This is an optimization exercise on Yosys and OpenROAD, whose aim is small area and a short achievable clock period, not a production implementation. RTL that was checked went through simulation tests only; none was proved equivalent to the original.

==> inputs of build 95 <==
// pipelined_iir
module pipelined_iir(clk, reset, x, y);
  input wire clk, reset;
  input wire signed [31:0] x;
  output wire signed [31:0] y;
  reg [31:0] xr;    
  reg [43:0] qr;    
  wire [63:0] t;
  wire [43:0] q = t[63:20];
  reg [63:0] w11;   
  reg [4:0] wc11;  
  reg [63:0] w10;   
  reg [4:0] wc10;  
  reg [63:0] w9;   
  reg [4:0] wc9;  
  reg [63:0] w8;   
  reg [4:0] wc8;  
  reg [63:0] w7;   
  reg [4:0] wc7;  
  reg [63:0] w6;   
  reg [4:0] wc6;  
  reg [63:0] w5;   
  reg [4:0] wc5;  
  reg [63:0] w4;   
  reg [4:0] wc4;  
  reg [63:0] w3;   
  reg [4:0] wc3;  
  reg [63:0] w2;   
  reg [4:0] wc2;  
  reg [63:0] s1;    
  wire n1 = qr[1] ^ qr[0];
  wire n2 = qr[2] ^ qr[1];
  wire n3 = qr[3] ^ qr[2];
  wire n4 = qr[4] ^ qr[3];
  wire n5 = qr[5] ^ qr[4];
  wire n6 = qr[6] ^ qr[5];
  wire n7 = qr[7] ^ qr[6];
  wire n8 = qr[8] ^ qr[7];
  wire n9 = qr[9] ^ qr[8];
  wire n10 = qr[10] ^ qr[9];
  wire n11 = qr[11] ^ qr[10];
  wire n12 = qr[12] ^ qr[11];
  wire n13 = qr[13] ^ qr[12];
  wire n14 = qr[14] ^ qr[13];
  wire n15 = qr[15] ^ qr[14];
  wire n16 = qr[16] ^ qr[15];
  wire n17 = qr[17] ^ qr[16];
  wire n18 = qr[18] ^ qr[17];
  wire n19 = qr[19] ^ qr[18];
  wire n20 = qr[20] ^ qr[19];
  wire n21 = qr[21] ^ qr[20];
  wire n22 = qr[22] ^ qr[21];
  wire n23 = qr[23] ^ qr[22];
  wire n24 = qr[24] ^ qr[23];
  wire n25 = qr[25] ^ qr[24];
  wire n26 = qr[26] ^ qr[25];
  wire n27 = qr[27] ^ qr[26];
  wire n28 = qr[28] ^ qr[27];
  wire n29 = qr[29] ^ qr[28];
  wire n30 = qr[30] ^ qr[29];
  wire n31 = qr[31] ^ qr[30];
  wire n32 = qr[32] ^ qr[31];
  ...
Settings: LEC_CHECK=0, CAP_MARGIN=40, CORE_MARGIN=2, CORE_UTILIZATION=45, PLACE_DENSITY=0.75, SLEW_MARGIN=40, SYNTH_HIERARCHICAL=1, SYNTH_MINIMUM_KEEP_SIZE=0; clock period 32.0 ns.
standard.sh (not shown) runs the stock make flow with config.mk's settings and CLKGATE_MAP_FILE= SYNTH_SCRIPT=/design/flow/synth_recipe.tcl, a recipe that flattens the netlist after the stock synthesis.
==> flow/flow/run.sh <==
#!/bin/bash
set -euo pipefail
export SETUP_SLACK_MARGIN=16
bash standard.sh MATCH_CELL_FOOTPRINT=0 finish > standard.log 2>&1
==> trial 87: changes against build 95 <==
PLACE_DENSITY = 0.85   (was 0.75)
==> comparison <==
Trial 87 produced a clean layout. Build 95 passed the timing, design-rule and antenna checks. Between build 95 and trial 87, the lower fmax is in trial 87 (gap about 3.5%, measured against trial 87). In trial 87 the first-iteration DRC count is larger than in build 95, by about 26%. In build 95 the core utilization is lower than in trial 87, by 0.80 points. Against trial 87, the non-clock buffer count of build 95 is lower by 161. Cell area: build 95 is smaller than trial 87 (about 1.6%). Of build 95 and trial 87, trial 87 has the higher worst hold slack (gap 0.0073 ns). Flip-flop and latch count is the same in build 95 and trial 87. In die area, build 95 and trial 87 do not differ. In area after synthesis, build 95 and trial 87 do not differ.
No functional check of the RTL was part of any run of this note.

---

==> lagoon: inputs <==
Another version of the RTL of pipelined_iir (not shown whole).
==> flow/design.v (excerpt) <==
module pipelined_iir(clk, reset, x, y);
  input wire clk, reset;
  input wire signed [31:0] x;
  output wire signed [31:0] y;
  reg [31:0] xr;    
  reg [43:0] qr;    
  wire [63:0] t;
  wire [43:0] q = t[63:20];
  reg [63:0] w11;   
  reg [4:0] wc11;  
  reg [63:0] w10;   
  reg [4:0] wc10;  
  reg [63:0] w9;   
  reg [4:0] wc9;  
  reg [63:0] w8;   
  reg [4:0] wc8;  
  reg [63:0] w7;   
  reg [4:0] wc7;  
  reg [63:0] w6;   
  reg [4:0] wc6;  
  reg [63:0] w5;   
  reg [4:0] wc5;  
  reg [63:0] w4;   
  reg [4:0] wc4;  
  reg [63:0] w3;   
  reg [4:0] wc3;  
  reg [63:0] w2;   
  reg [4:0] wc2;  
  reg [63:0] s1;    
  wire n1 = qr[1] ^ qr[0];
  wire n2 = qr[2] ^ qr[1];
  wire n3 = qr[3] ^ qr[2];
  wire n4 = qr[4] ^ qr[3];
  wire n5 = qr[5] ^ qr[4];
  wire n6 = qr[6] ^ qr[5];
  wire n7 = qr[7] ^ qr[6];
  wire n8 = qr[8] ^ qr[7];
  wire n9 = qr[9] ^ qr[8];
  wire n10 = qr[10] ^ qr[9];
  wire n11 = qr[11] ^ qr[10];
  wire n12 = qr[12] ^ qr[11];
  wire n13 = qr[13] ^ qr[12];
  wire n14 = qr[14] ^ qr[13];
  wire n15 = qr[15] ^ qr[14];
  ...
export LEC_CHECK = 0
export CAP_MARGIN = 40
export CORE_MARGIN = 2
export CORE_UTILIZATION = 70
export PLACE_DENSITY = 0.85
export SLEW_MARGIN = 40
export SYNTH_HIERARCHICAL = 1
export SYNTH_MINIMUM_KEEP_SIZE = 0
export TNS_END_PERCENT = 0
create_clock -name core_clock -period 32.0 [get_ports {clk}]
==> flow/flow/run.sh <==
#!/bin/bash
set -euo pipefail
export SETUP_SLACK_MARGIN=16
bash standard.sh MATCH_CELL_FOOTPRINT=0 IO_CONSTRAINTS=$PWD/flow/io.tcl  finish > standard.log 2>&1
==> flow/flow/io.tcl <==
# data pins in one ordered group on the bottom edge: y[i] next to the x bits that feed it most
set_io_pin_constraint -group -order -region bottom:* -pin_names {x[0] x[1] x[2] x[3] x[4] x[5] x[6] x[7] x[8] x[9] x[10] y[0] x[11] y[1] x[12] y[2] x[13] y[3] x[14] y[4] x[15] y[5] x[16] y[6] x[17] y[7] x[18] y[8] x[19] y[9] x[20] y[10] x[21] y[11] x[22] y[12] x[23] y[13] x[24] y[14] x[25] y[15] x[26] y[16] x[27] y[17] x[28] y[18] x[29] y[19] x[30] y[20] x[31] y[21] y[22] y[23] y[24] y[25] y[26] y[27] y[28] y[29] y[30] y[31]}
==> harbor: changes against lagoon <==
--- a/flow/config.mk
+++ b/flow/config.mk
@@ -9,4 +9,4 @@
 export CORE_MARGIN = 2
-export CORE_UTILIZATION = 70
-export PLACE_DENSITY = 0.85
+export CORE_UTILIZATION = 60
+export PLACE_DENSITY = 0.8
 export SLEW_MARGIN = 40
==> ember: changes against lagoon <==
==> flow/flow/run.sh (replaced) <==
#!/bin/bash
set -euo pipefail
export SETUP_SLACK_MARGIN=16
bash standard.sh MATCH_CELL_FOOTPRINT=0 IO_CONSTRAINTS=$PWD/flow/io.tcl finish > standard.log 2>&1
--- a/flow/config.mk
+++ b/flow/config.mk
@@ -9,4 +9,4 @@
 export CORE_MARGIN = 2
-export CORE_UTILIZATION = 70
-export PLACE_DENSITY = 0.85
+export CORE_UTILIZATION = 60
+export PLACE_DENSITY = 0.8
 export SLEW_MARGIN = 40
==> impl_results.md <==
- Die H: 500.4 um
- Status: complete, no violations
- Multi-input logic portion of the cell area: 0.7712
- GR Util met3: 0.2623
Source of the figures above: ember

==> impl_results.md <==
- Most common cell after layout, fill and taps aside: fa_1
- GR Util met3: 0.2623
- Worst-path clk slew: 60 ps
- Die H: 500.4 um
- Hold path depth: 1
- Post-synth top cells: fa_1 (4635), inv_1 (1935), dfxtp_1 (829)
- Status: complete, no violations
Source of the figures above: harbor

==> impl_results.md <==
- Clock Buffer Count: 150
- Multi-input logic portion of the cell area: 0.7723
- DP Worst Slack: 13610 ps
- Die extent in x: 463.6 um
- Slew @ Worst Pin: 1075 ps
- Die H: 463.6 um
- Status: complete, no violations
Source of the figures above: lagoon


---

==> 04-01: inputs <==
pipelined_iir, a different RTL version from the one above (not shown whole).
==> flow/config.mk <==
export PLATFORM = sky130hd
export DESIGN_NAME = pipelined_iir
export DESIGN_NICKNAME = pipelined_iir
export VERILOG_FILES = /design/flow/design.v
export SDC_FILE = /design/flow/constraint.sdc
export NUM_CORES = 8
export LEC_CHECK = 0
export CAP_MARGIN = 40
export CORE_MARGIN = 2
export CORE_UTILIZATION = 35
export SLEW_MARGIN = 40
export SYNTH_HIERARCHICAL = 1
export SYNTH_MINIMUM_KEEP_SIZE = 0
==> flow/constraint.sdc <==
create_clock -name core_clock -period 32.0 [get_ports {clk}]
set_input_delay 6.4000 -clock core_clock [delete_from_list [all_inputs] [get_ports {clk}]]
set_output_delay 6.4000 -clock core_clock [all_outputs]
set_load 0.01 [all_outputs]
==> flow/flow/run.sh <==
#!/bin/bash
set -euo pipefail
export SETUP_SLACK_MARGIN=14
bash standard.sh > standard.log 2>&1
==> 11-02: changes against 04-01 <==
==> flow/flow/run.sh (replaced) <==
#!/bin/bash
set -euo pipefail
export SETUP_SLACK_MARGIN=15
bash standard.sh MATCH_CELL_FOOTPRINT=0 finish > standard.log 2>&1
- CORE_UTILIZATION: 35 -> 60
==> 01-12: changes against 04-01 <==
==> flow/flow/run.sh (replaced) <==
#!/bin/bash
set -euo pipefail
export SETUP_SLACK_MARGIN=15
bash standard.sh MATCH_CELL_FOOTPRINT=0 finish > standard.log 2>&1
==> summary of the runs <==
Against 04-01, the die area of 11-02 is smaller by 41%. In 04-01 the register-to-register slack is worse than in 01-12, by 1000 ps. The lowest sequential share of layout area belongs to 01-12, the highest to 11-02. Of 04-01 and 11-02, 04-01 has the higher cell count (gap about 15%, measured against 11-02).
==> figures <==
metric	11-02	01-12	04-01
Worst reg2reg path endpoint	w2[63]	w5[47]	w2[63]
Worst path max stage delay	550 ps	560 ps	570 ps
Result of the run	no timing/DRC/antenna violations	no timing/DRC/antenna violations	no timing/DRC/antenna violations
Met2 global-route usage	73.8%	45.6%	44.6%
Met3 wire length	100 mm	66.1 mm	66.6 mm
Area of all sequential standard cells	16400 sq um	16400 sq um	16400 sq um
Post-layout instance area	164000 sq um	167000 sq um	165000 sq um
Buffer and inverter count on the worst path	5	6	3
Signal buffers share of area	3.54%	3.58%	2.95%
Routability Congestion	1.05	1.05	1.04
Function was not checked in any run of this note: the RTL went through the layout flow alone.

---

==> run a <==
pipelined_iir, a different RTL version from the one above (not shown whole).
==> flow/design.v (excerpt) <==
module pipelined_iir(clk, reset, x, y);
  input wire clk, reset;
  input wire signed [31:0] x;
  output wire signed [31:0] y;
  reg [31:0] xr;    
  reg [43:0] qr;    
  wire [63:0] t;
  wire [43:0] q = t[63:20];
  reg [63:0] w11;   
  reg [4:0] wc11;  
  reg [63:0] w10;   
  reg [4:0] wc10;  
  reg [63:0] w9;   
  reg [4:0] wc9;  
  reg [63:0] w8;   
  reg [4:0] wc8;  
  reg [63:0] w7;   
  reg [4:0] wc7;  
  reg [63:0] w6;   
  reg [4:0] wc6;  
  reg [63:0] w5;   
  reg [4:0] wc5;  
  reg [63:0] w4;   
  reg [4:0] wc4;  
  reg [63:0] w3;   
  reg [4:0] wc3;  
  reg [63:0] w2;   
  reg [4:0] wc2;  
  reg [63:0] s1;    
  wire n1 = qr[1] ^ qr[0];
  wire n2 = qr[2] ^ qr[1];
  wire n3 = qr[3] ^ qr[2];
  wire n4 = qr[4] ^ qr[3];
  wire n5 = qr[5] ^ qr[4];
  wire n6 = qr[6] ^ qr[5];
  wire n7 = qr[7] ^ qr[6];
  wire n8 = qr[8] ^ qr[7];
  wire n9 = qr[9] ^ qr[8];
  wire n10 = qr[10] ^ qr[9];
  wire n11 = qr[11] ^ qr[10];
  wire n12 = qr[12] ^ qr[11];
  wire n13 = qr[13] ^ qr[12];
  wire n14 = qr[14] ^ qr[13];
  wire n15 = qr[15] ^ qr[14];
  wire n16 = qr[16] ^ qr[15];
  wire n17 = qr[17] ^ qr[16];
  wire n18 = qr[18] ^ qr[17];
  wire n19 = qr[19] ^ qr[18];
  wire n20 = qr[20] ^ qr[19];
  wire n21 = qr[21] ^ qr[20];
  ...
clock: 32.0 ns
lec_check: 0
cap_margin: 40
core_margin: 2
core_utilization: 60
place_density: 0.8
slew_margin: 40
synth_hierarchical: 1
synth_minimum_keep_size: 0
==> flow/flow/run.sh <==
#!/bin/bash
set -euo pipefail
export SETUP_SLACK_MARGIN=16
bash standard.sh MATCH_CELL_FOOTPRINT=0 finish > standard.log 2>&1
==> run b (differences from run a) <==
==> flow/flow/run.sh (replaced) <==
#!/bin/bash
set -euo pipefail
export SETUP_SLACK_MARGIN=16
bash standard.sh MATCH_CELL_FOOTPRINT=0 IO_CONSTRAINTS=$PWD/flow/io.tcl  finish > standard.log 2>&1
==> flow/flow/io.tcl (new file) <==
# keep the data pins together on one edge, so that the input-to-output logic sits next to both
set_io_pin_constraint -pin_names {x[*] y[*]} -region bottom:*
- CORE_UTILIZATION: 60 -> 45
- PLACE_DENSITY: 0.8 -> 0.75
==> run c (differences from run a) <==
- CORE_UTILIZATION: 60 -> 70
==> comparison table <==
quantity                                                                    run a           run c           run b
CP Data Arrival Time                                                     10.52 ns        10.42 ns        10.57 ns
Fraction of met1 tracks used by global routing                              55.4%           65.1%           38.9%
Global placement routability congestion                                      1.06            1.08            1.03
Final worst clock skew                                                  0.0622 ns       0.0625 ns       0.0796 ns
Fraction of standard cell area that is sequential                           10.2%           10.3%           10.2%
Count of nets after finishing                                               17517           17503           17524
Area occupied by multi-input gates                                     124000 um2      124000 um2      124000 um2
Final antenna diode count                                                      44              46              28
Worst Hold Slack                                                         0.364 ns        0.373 ns        0.364 ns
FF/Latch Area                                                           16700 um2       16700 um2       16700 um2
Number of vias per cell after detailed routing                               6.50            6.87            5.89
Met2 wire length                                                        243000 um       236000 um       232000 um
Worst setup path endpoint                                                   y[22]           y[31]           y[16]
Layout filler cell count                                                    17254           12274           26994
Beginning of the worst hold path                                    w8[0]$_DFF_P_   w5[2]$_DFF_P_   w6[0]$_DFF_P_
Outcome                                                            finished clean  finished clean  finished clean
Number of antenna violations at the first check in global routing              50              46              37
CLK BUF                                                                       157             156             139
Floorplan die area                                                     248000 um2      213000 um2      330000 um2
Logic depth of the worst setup path including buffers                          17              18              18
Number of global-route vias before repair                                  111494          112557          106956
No functional check of the RTL was part of any run of this note.

---

==> 09-02 <==
Starting RTL as in the previous note.
// pipelined_iir
module pipelined_iir(clk, reset, x, y);
  input wire clk, reset;
  input wire signed [31:0] x;
  output wire signed [31:0] y;
  reg [31:0] xr;    
  reg [43:0] qr;    
  wire [63:0] t;
  wire [43:0] q = t[63:20];
  reg [63:0] w11;   
  reg [4:0] wc11;  
  reg [63:0] w10;   
  reg [4:0] wc10;  
  reg [63:0] w9;   
  reg [4:0] wc9;  
  reg [63:0] w8;   
  reg [4:0] wc8;  
  reg [63:0] w7;   
  reg [4:0] wc7;  
  reg [63:0] w6;   
  reg [4:0] wc6;  
  reg [63:0] w5;   
  reg [4:0] wc5;  
  reg [63:0] w4;   
  reg [4:0] wc4;  
  reg [63:0] w3;   
  reg [4:0] wc3;  
  reg [63:0] w2;   
  reg [4:0] wc2;  
  reg [63:0] s1;    
  wire n1 = qr[1] ^ qr[0];
  wire n2 = qr[2] ^ qr[1];
  wire n3 = qr[3] ^ qr[2];
  wire n4 = qr[4] ^ qr[3];
  wire n5 = qr[5] ^ qr[4];
  wire n6 = qr[6] ^ qr[5];
  wire n7 = qr[7] ^ qr[6];
  wire n8 = qr[8] ^ qr[7];
  wire n9 = qr[9] ^ qr[8];
  wire n10 = qr[10] ^ qr[9];
  wire n11 = qr[11] ^ qr[10];
  wire n12 = qr[12] ^ qr[11];
  wire n13 = qr[13] ^ qr[12];
  wire n14 = qr[14] ^ qr[13];
  wire n15 = qr[15] ^ qr[14];
  wire n16 = qr[16] ^ qr[15];
  wire n17 = qr[17] ^ qr[16];
  wire n18 = qr[18] ^ qr[17];
  wire n19 = qr[19] ^ qr[18];
  wire n20 = qr[20] ^ qr[19];
  wire n21 = qr[21] ^ qr[20];
  wire n22 = qr[22] ^ qr[21];
  wire n23 = qr[23] ^ qr[22];
  wire n24 = qr[24] ^ qr[23];
  wire n25 = qr[25] ^ qr[24];
  wire n26 = qr[26] ^ qr[25];
  wire n27 = qr[27] ^ qr[26];
  wire n28 = qr[28] ^ qr[27];
  wire n29 = qr[29] ^ qr[28];
  wire n30 = qr[30] ^ qr[29];
  wire n31 = qr[31] ^ qr[30];
  wire n32 = qr[32] ^ qr[31];
  wire n33 = qr[33] ^ qr[32];
  wire n34 = qr[34] ^ qr[33];
  wire n35 = qr[35] ^ qr[34];
  wire n36 = qr[36] ^ qr[35];
  wire n37 = qr[37] ^ qr[36];
  wire n38 = qr[38] ^ qr[37];
  wire n39 = qr[39] ^ qr[38];
  wire n40 = qr[40] ^ qr[39];
  wire n41 = qr[41] ^ qr[40];
  ...
export LEC_CHECK = 0
export CAP_MARGIN = 40
export CORE_MARGIN = 2
export CORE_UTILIZATION = 45
export PLACE_DENSITY = 0.75
export SLEW_MARGIN = 40
export SYNTH_HIERARCHICAL = 1
export SYNTH_MINIMUM_KEEP_SIZE = 0
create_clock -name core_clock -period 32.0 [get_ports {clk}]
==> flow/flow/run.sh <==
#!/bin/bash
set -euo pipefail
export SETUP_SLACK_MARGIN=16
bash standard.sh MATCH_CELL_FOOTPRINT=0 finish > standard.log 2>&1
==> inputs of 05-07, as changes to 09-02 <==
--- a/flow/design.v
+++ b/flow/design.v
@@ -38,2 +38,9 @@
 endmodule
+module iir_gpa(input wire gh, input wire ph, input wire gl, input wire pl, output wire g, output wire p);
+  assign g = gh & (ph | gl);
+  assign p = ph | pl;
+endmodule
+module iir_ga(input wire gh, input wire ph, input wire gl, output wire g);
+  assign g = gh & (ph | gl);
+endmodule
 module iir_xo(input wire a, input wire b, output wire y);
Settings changed: CORE_UTILIZATION 45 to 70, PLACE_DENSITY 0.75 to 0.8.
==> run summary <==
| item | 05-07 | 09-02 |
|---|---|---|
| Peak per-stage delay on the critical path | 0.65 ns | 0.57 ns |
| Buffering overhead | 3.504% | 3.189% |
| Area fraction of clock buffers and clock inverters | 2.311% | 2.252% |
| Number of detailed-routing iterations run before antenna repair | 10 | 25 |
| Seq/total area | 10.28% | 10.22% |
| RR Endpoint | s1[57] | s1[63] |
| Result of the run | finished clean | finished clean |
| Final hold slack | 0.3689 ns | 0.3647 ns |
| Via count normalized by instance count | 6.878 | 5.886 |
| PnR worst setup slack | 15.14 ns | 14.93 ns |
| Vias in the first global route | 113000 | 105000 |
| Summed instance area of the synthesized netlist | 146400 µm² | 146400 µm² |
| Total die area | 212800 µm² | 329900 µm² |
| Hold Path End | w7[0] | w6[2] |
Only the layout flow was run in 09-02; the RTL was not checked for function there.

-- what the ideal ports hide --
In the flow no input, the clock included, has a driving cell. The finished layouts below were timed again as built, in two steps. Step 1: set_driving_cell puts a clkbuf_16 on clk and a buf_2 on each other input, an assumption about the parent block. Step 2 times the ports against the registers' clock, not the clock port: input delays grow and output delays shrink by t, the midpoint of the rising clock arrivals with the driver on. a / b / c = no drivers / after step 1 / after step 2; a / b = the first two.
run	t, ns	setup WS [ns]	worst setup path after step 2	clock arrival spread, ns
build 95	0.914	15.103 / 15.008 / 15.008	input to output	0.077 / 0.077
trial 87	0.920	14.504 / 14.410 / 14.410	input to output	0.098 / 0.097
lagoon	0.983	15.500 / 15.467 / 15.467	input to output	0.111 / 0.111
harbor	0.957	15.485 / 15.452 / 15.452	input to output	0.069 / 0.068
ember	0.957	15.485 / 15.452 / 15.452	input to output	0.069 / 0.068
04-01	0.981	14.136 / 14.077 / 14.077	input to output	0.103 / 0.103
11-02	0.967	14.361 / 14.317 / 14.317	input to output	0.046 / 0.046
01-12	1.067	14.313 / 14.260 / 14.260	input to output	0.102 / 0.101
run a	0.961	15.077 / 15.005 / 15.005	input to output	0.062 / 0.062
run b	0.982	15.033 / 14.995 / 14.995	input to output	0.086 / 0.086
run c	0.943	15.178 / 15.094 / 15.094	input to output	0.062 / 0.063
09-02	0.962	14.930 / 14.838 / 14.838	input to output	0.096 / 0.097
05-07	0.941	15.137 / 15.087 / 15.087	input to output	0.068 / 0.068
After both steps every run listed still meets setup and hold. For build 95, which loses most, drivers alone change the setup slack by -0.095 ns; drivers and shift together by -0.095 ns.
